Source: an optimization exercise on an open RTL-to-GDS flow (aim: small area and a short achievable clock period). Production flows keep margins and buffers that such runs may drop.
In this exercise RTL edits were held to simulation tests only and were not proved equivalent to the original.

## job 101
// calc_core
module calc_core (
	input clk,
	input [12:0] op_a,       
	input [12:0] op_b,       
	input [3:0] operator,    
	output [6:0] hex0,       
	output [6:0] hex1,
	output [6:0] hex2,
	output [6:0] hex3,
	output [6:0] hex4,
	output [6:0] hex5,       
	output [6:0] hex6        
);
Settings: LEC_CHECK=0, ABC_AREA=1, CAP_MARGIN=20, CORE_MARGIN=2, CORE_UTILIZATION=60, SLEW_MARGIN=20; clock period 20.0 ns.
standard.sh (not shown) runs the stock make flow with config.mk's settings and CLKGATE_MAP_FILE= SYNTH_SCRIPT=/design/flow/synth_recipe.tcl, a recipe that flattens the netlist after the stock synthesis.
==> flow/flow/run.sh <==
#!/bin/bash
# Own layout flow: the standard ORFS flow (standard.sh), with synthesis
# mapping logic with flow/abc_area.script and without adder cells, and the
# extra make variables listed one per line in flow/make_args.txt.
set -euo pipefail
WORK=$(pwd)
rm -rf "$WORK/scripts_own"
cp -r "$FLOW_HOME/scripts" "$WORK/scripts_own"
cp "$WORK/flow/abc_area.script" "$WORK/scripts_own/abc_area.script"
ARGS=()
if [ -f "$WORK/flow/make_args.txt" ]; then
  while IFS= read -r line; do
    [ -n "$line" ] && ARGS+=("$line")
  done < "$WORK/flow/make_args.txt"
fi
bash standard.sh finish ABC_AREA=1 ADDER_MAP_FILE= SCRIPTS_DIR="$WORK/scripts_own" "${ARGS[@]}" > "$WORK/flow_make.log" 2>&1
==> flow/flow/abc_area.script <==
strash
dc2
dch -f
map -B 0.9
topo
stime -c
buffer -c
upsize -c
dnsize -c
==> flow/flow/make_args.txt <==
BUFFER_PORTS_ARGS=-buffer_cell sky130_fd_sc_hd__buf_2
Input changes introduced in job 102 (baseline for comparison: job 101):
Settings: CORE_UTILIZATION changed from 60 to 70.
==> comparison <==
Job 102: flow completed, timing, DRC and antenna clean. Wire length (job 102 vs. job 101) increases slightly. Taking job 101 as the reference, in job 102 sequential share of layout area comparable, core area lower, highest clock rate went down. Comparing job 102 and job 101, the lower signal arrival time at the worst endpoint is on job 101. Job 102 vs job 101, instance count: job 102 lower. Job 102: total vias in the final route is 377 higher than what job 101 reported. Routed length on met3 came out higher on job 102 than on job 101.
Changes in job 103 relative to job 102:
Settings: a change of CORE_UTILIZATION from 70 to 60.
==> flow/flow/abc_area.script <==
strash
dc2
dch -f
map -B 0.9
strash
dch -f
map -B 0.9
topo
stime -c
buffer -c
upsize -c
dnsize -c
### Flow results
Between job 102 and job 103, the flow reports routed wire length decreasing by a few percent. Met3 routing resource usage after global routing: job 103 higher than job 102. Sort job 102 and job 103 by met2 demand-to-capacity share in global routing, ascending, and job 103 comes first. On final critical delay including setup and external delays, job 103 does worse than job 102. On final cell count, job 102 and job 103 are basically level. Comparing job 102 and job 103, the lower cell area is on job 103.
Input-level comparison between job 104 and job 103:
==> flow/flow/abc_area.script <==
strash
dch
map -B 0.9
topo
stime -c
buffer -c
upsize -c
dnsize -c
[summary]
Of job 104 and job 103, it is job 104 that has the higher synthesized instance count.
Note that the via count recorded for job 103 amounts to 0.896 times the value seen in job 104.
Relative to job 103, final period utilization decreased by 0.87 points in job 104.
For the average via count per standard cell, job 104 came in 0.040 higher than job 103 did.
Via count of the first global-routing pass, job 104 and job 103: smaller value in job 103
Of job 104 and job 103, the higher final-layout non-clock buffer area share belongs to job 103.
Non-filler instance count after layout for job 104: 214 up relative to job 103
Looking at relative area change from synthesis to final layout across job 104 and job 103, the one that comes out higher is job 103.

========
Another version of the RTL of calc_core (not shown whole).
Size in the first run: ~21 flip-flops, ~80 I/O pins, roughly 10000 µm² of cells after synthesis.
Settings: LEC_CHECK=0, ABC_AREA=1, CAP_MARGIN=20, CORE_MARGIN=2, CORE_UTILIZATION=60, SLEW_MARGIN=20; clock period 20.0 ns.
==> flow/flow/abc_area.script <==
strash
dch
map -B 0.9
topo
stime -c
buffer -c
upsize -c
dnsize -c
==> flow/flow/make_args.txt <==
BUFFER_PORTS_ARGS=-buffer_cell sky130_fd_sc_hd__buf_2
SETUP_SLACK_MARGIN=11
Scripts as last shown in full above: flow/flow/run.sh
The first run failed in global routing (5_1_grt), error DPL-0038.
Then changed:
==> flow/flow/make_args.txt (replaced) <==
BUFFER_PORTS_ARGS=-buffer_cell sky130_fd_sc_hd__buf_2
Settings changed: CORE_UTILIZATION 60 to 75.
Result: Now the flow ran to the end with no violations. Synthesized area does not change. Synthesized cell count stays the same.
Then changed:
Settings changed: CORE_UTILIZATION 75 to 60.
Effect: The new run completed without violations; worst setup slack is better by 0.23 ns; fmax went up by a few percent; core utilization went down by 16 points; area after synthesis stays the same; non-clock buffer count does not change; wire length went down by roughly a tenth; synthesized cell count stays the same.
Then changed:
==> flow/flow/make_args.txt (replaced) <==
BUFFER_PORTS_ARGS=-buffer_cell sky130_fd_sc_hd__buf_2
SETUP_SLACK_MARGIN=9.7
Settings changed: CORE_UTILIZATION 60 to 45.
The new run finished with timing, DRC and antenna clean; global-route usage shrinks by 4.6 points; die area came out higher by 32%; wire length went up by about 44%; synthesized cell count is unchanged; synthesized area stays the same; maximum frequency falls by about 6%; via count rises by 13%; worst hold slack improved by 0.013 ns.

========
Another version of the RTL of calc_core (not shown whole).
Size: roughly 1900 cells after synthesis, ~21 flip-flops, about 0.011 mm2 of cells after synthesis.
Settings: LEC_CHECK=0, ABC_AREA=1, CAP_MARGIN=20, CORE_MARGIN=2, CORE_UTILIZATION=40, SLEW_MARGIN=20; clock period 20.0 ns.
run.sh (not shown) runs the stock make flow with config.mk's settings and CLKGATE_MAP_FILE= SYNTH_SCRIPT=/design/flow/synth_recipe.tcl, a recipe that flattens the netlist after the stock synthesis.
Stock flow here: none of the scripts above is used.
==> next run, changes <==
--- a/flow/config.mk
+++ b/flow/config.mk
@@ -6,5 +6,4 @@
 export NUM_CORES = 4
 export LEC_CHECK = 0
-export ABC_AREA = 1
 export CAP_MARGIN = 20
 export CORE_MARGIN = 2
The changed run finished clean; sequential share of layout area decreases by 0.65 points; design area increases by about a fifth; global-route usage increases by 1.1 points; count of clock-buffer cells in the layout increases by 1; critical path depth decreases by 13; die area increases by about a fifth; wire length increases by a quarter to a third; worst setup slack is worse by 2.4 ns; via count increases by about a fifth; area after synthesis increases by about a fifth.

========
Another version of the RTL of calc_core (not shown whole).
Size in the first run: ~2100 cells after synthesis, roughly 21 flip-flops, roughly 80 I/O pins, about 10000 um2 of cells after synthesis.
// calc_core
module calc_core (
	input clk,
	input [12:0] op_a,       
	input [12:0] op_b,       
	input [3:0] operator,    
	output [6:0] hex0,       
	output [6:0] hex1,
	output [6:0] hex2,
	output [6:0] hex3,
	output [6:0] hex4,
	output [6:0] hex5,       
	output [6:0] hex6        
);
	wire [9:0] magA, magB;
	bcdToBinary u_bin1 (op_a[11:0], magA);
	bcdToBinary u_bin2 (op_b[11:0], magB);
	wire zeroA = (op_a[11:0] == 12'd0);
	wire zeroB = (op_b[11:0] == 12'd0);
	wire sameMag = (op_a[11:0] == op_b[11:0]);
	wire [19:0] answer;
	wire sign;
	calculator u_calc (clk, op_a[12], zeroA, magA, op_b[12], zeroB, magB, sameMag, operator, answer, sign);
	wire [23:0] bcd;
	binaryToBcd u_bcd (answer, bcd);
	seg7 u_seg0 (bcd[3:0], hex0);
	seg7 u_seg1 (bcd[7:4], hex1);
	seg7 u_seg2 (bcd[11:8], hex2);
	seg7 u_seg3 (bcd[15:12], hex3);
	seg7 u_seg4 (bcd[19:16], hex4);
	seg7 u_seg5 (bcd[23:20], hex5);
	assign hex6 = sign ? 7'b0111111 : 7'b1000000;
endmodule
export LEC_CHECK = 0
export ABC_AREA = 1
export CAP_MARGIN = 20
export CORE_MARGIN = 2
export CORE_UTILIZATION = 60
export SLEW_MARGIN = 20
create_clock -name core_clock -period 20.0 [get_ports {clk}]
standard.sh (not shown) runs the stock make flow with config.mk's settings and CLKGATE_MAP_FILE= SYNTH_SCRIPT=/design/flow/synth_recipe.tcl, a recipe that flattens the netlist after the stock synthesis.
==> flow/flow/run.sh <==
#!/bin/bash
# Own layout flow: the standard ORFS flow, with synthesis mapping the
# logic with flow/abc_area.script and without extracting adder cells.
set -euo pipefail
WORK=$(pwd)
rm -rf "$WORK/scripts_own"
cp -r "$FLOW_HOME/scripts" "$WORK/scripts_own"
cp "$WORK/flow/abc_area.script" "$WORK/scripts_own/abc_area.script"
EXTRA=""
[ -f "$WORK/flow/extra.txt" ] && EXTRA=$(cat "$WORK/flow/extra.txt")
bash standard.sh finish ABC_AREA=1 ADDER_MAP_FILE= SCRIPTS_DIR="$WORK/scripts_own" $EXTRA > "$WORK/flow_make.log" 2>&1
Scripts as last shown in full above: flow/flow/abc_area.script
The starting point completed without violations.
Edit:
==> flow/run.sh (new file) <==
#!/bin/bash
# synth_recipe.tcl (not shown) runs the flow's synth.tcl, then flattens the netlist and writes it again
# the make line also repeats each setting of config.mk as NAME=value (left out here)
make -C /OpenROAD-flow-scripts/flow DESIGN_CONFIG=/design/flow/config.mk WORK_HOME=/design/flow/orfs CLKGATE_MAP_FILE= SYNTH_SCRIPT=/design/flow/synth_recipe.tcl finish
removed: flow/flow/run.sh
removed: flow/flow/abc_area.script
removed: flow/standard.sh
=> Clock-buffer cell count does not change; die area grows slightly; utilization shrinks by 0.77 points; area after synthesis grows slightly; global-route usage shrinks by 0.88 points; routed wire length shrinks by a few percent; final area grows slightly.
Edit:
==> flow/flow/run.sh (new file) <==
#!/bin/bash
# Own layout flow: the standard ORFS flow, with synthesis mapping the
# logic with flow/abc_area.script and without extracting adder cells.
set -euo pipefail
WORK=$(pwd)
rm -rf "$WORK/scripts_own"
cp -r "$FLOW_HOME/scripts" "$WORK/scripts_own"
cp "$WORK/flow/abc_area.script" "$WORK/scripts_own/abc_area.script"
EXTRA=""
[ -f "$WORK/flow/extra.txt" ] && EXTRA=$(cat "$WORK/flow/extra.txt")
bash standard.sh finish ABC_AREA=1 ADDER_MAP_FILE= SCRIPTS_DIR="$WORK/scripts_own" $EXTRA > "$WORK/flow_make.log" 2>&1
==> flow/flow/abc_area.script (new file) <==
strash
dch
amap
topo
stime -c
buffer -c
upsize -c
dnsize -c
==> flow/standard.sh (new file) <==
#!/bin/bash
# synth_recipe.tcl (not shown) runs the flow's synth.tcl, then flattens the netlist and writes it again
# the make line also repeats each setting of config.mk as NAME=value (left out here)
make -C /OpenROAD-flow-scripts/flow DESIGN_CONFIG=/design/flow/config.mk WORK_HOME=/design/flow/orfs CLKGATE_MAP_FILE= SYNTH_SCRIPT=/design/flow/synth_recipe.tcl "${@:-finish}"
removed: flow/run.sh
Result:
- synthesized cell count fell by 6.8%
- area after synthesis falls by 19%
- via count rose by 3.0%

port drivers added, routing unchanged:
In the flow no input, the clock included, has a driving cell. The finished layouts below were timed again as built, in two steps. Step 1 assumes that a clkbuf_16 drives the clock port and a buf_2 every other input. Step 2 times the ports against the registers' clock, not the clock port: input delays grow and output delays shrink by t, the midpoint of the rising clock arrivals with the driver on. a / b / c = ideal ports / drivers / drivers and shift; a / b = the first two.
| run | shift t [ns] | slack for setup (ns) | worst register clock-pin slew, ns | cell pins on the clock port's net |
|---|---|---|---|---|
| job 101 | 0.308 | 10.351 / 10.370 / 10.062 | 0.05 / 0.05 | 1 |
| job 102 | 0.313 | 10.213 / 10.217 / 9.904 | 0.05 / 0.05 | 1 |
| job 103 | 0.319 | 10.168 / 10.190 / 9.871 | 0.06 / 0.06 | 1 |
| job 104 | 0.312 | 10.341 / 10.360 / 10.047 | 0.05 / 0.05 | 1 |
| the second run of note 2 | 0.304 | 9.110 / 9.070 / 9.348 | 0.06 / 0.06 | 1 |
| the third run of note 2 | 0.291 | 9.340 / 9.306 / 9.597 | 0.05 / 0.05 | 1 |
| the fourth run of note 2 | 0.300 | 8.682 / 8.641 / 8.941 | 0.06 / 0.06 | 1 |
| the first run of note 3 | 0.298 | 8.443 / 8.463 / 8.164 | 0.07 / 0.07 | 1 |
| the second run of note 3 | 0.298 | 6.071 / 6.032 / 6.330 | 0.06 / 0.06 | 1 |
| the first run of note 4 | 0.309 | 9.271 / 9.230 / 9.539 | 0.07 / 0.07 | 1 |
| the second run of note 4 | 0.290 | 8.565 / 8.575 / 8.285 | 0.06 / 0.06 | 1 |
| the third run of note 4 | 0.290 | 3.701 / 3.668 / 3.959 | 0.06 / 0.06 | 1 |
After both steps setup and hold are still met in every run listed. The setup slack of job 102, which loses most, moves by +0.004 ns with the drivers and by -0.309 ns with both steps.
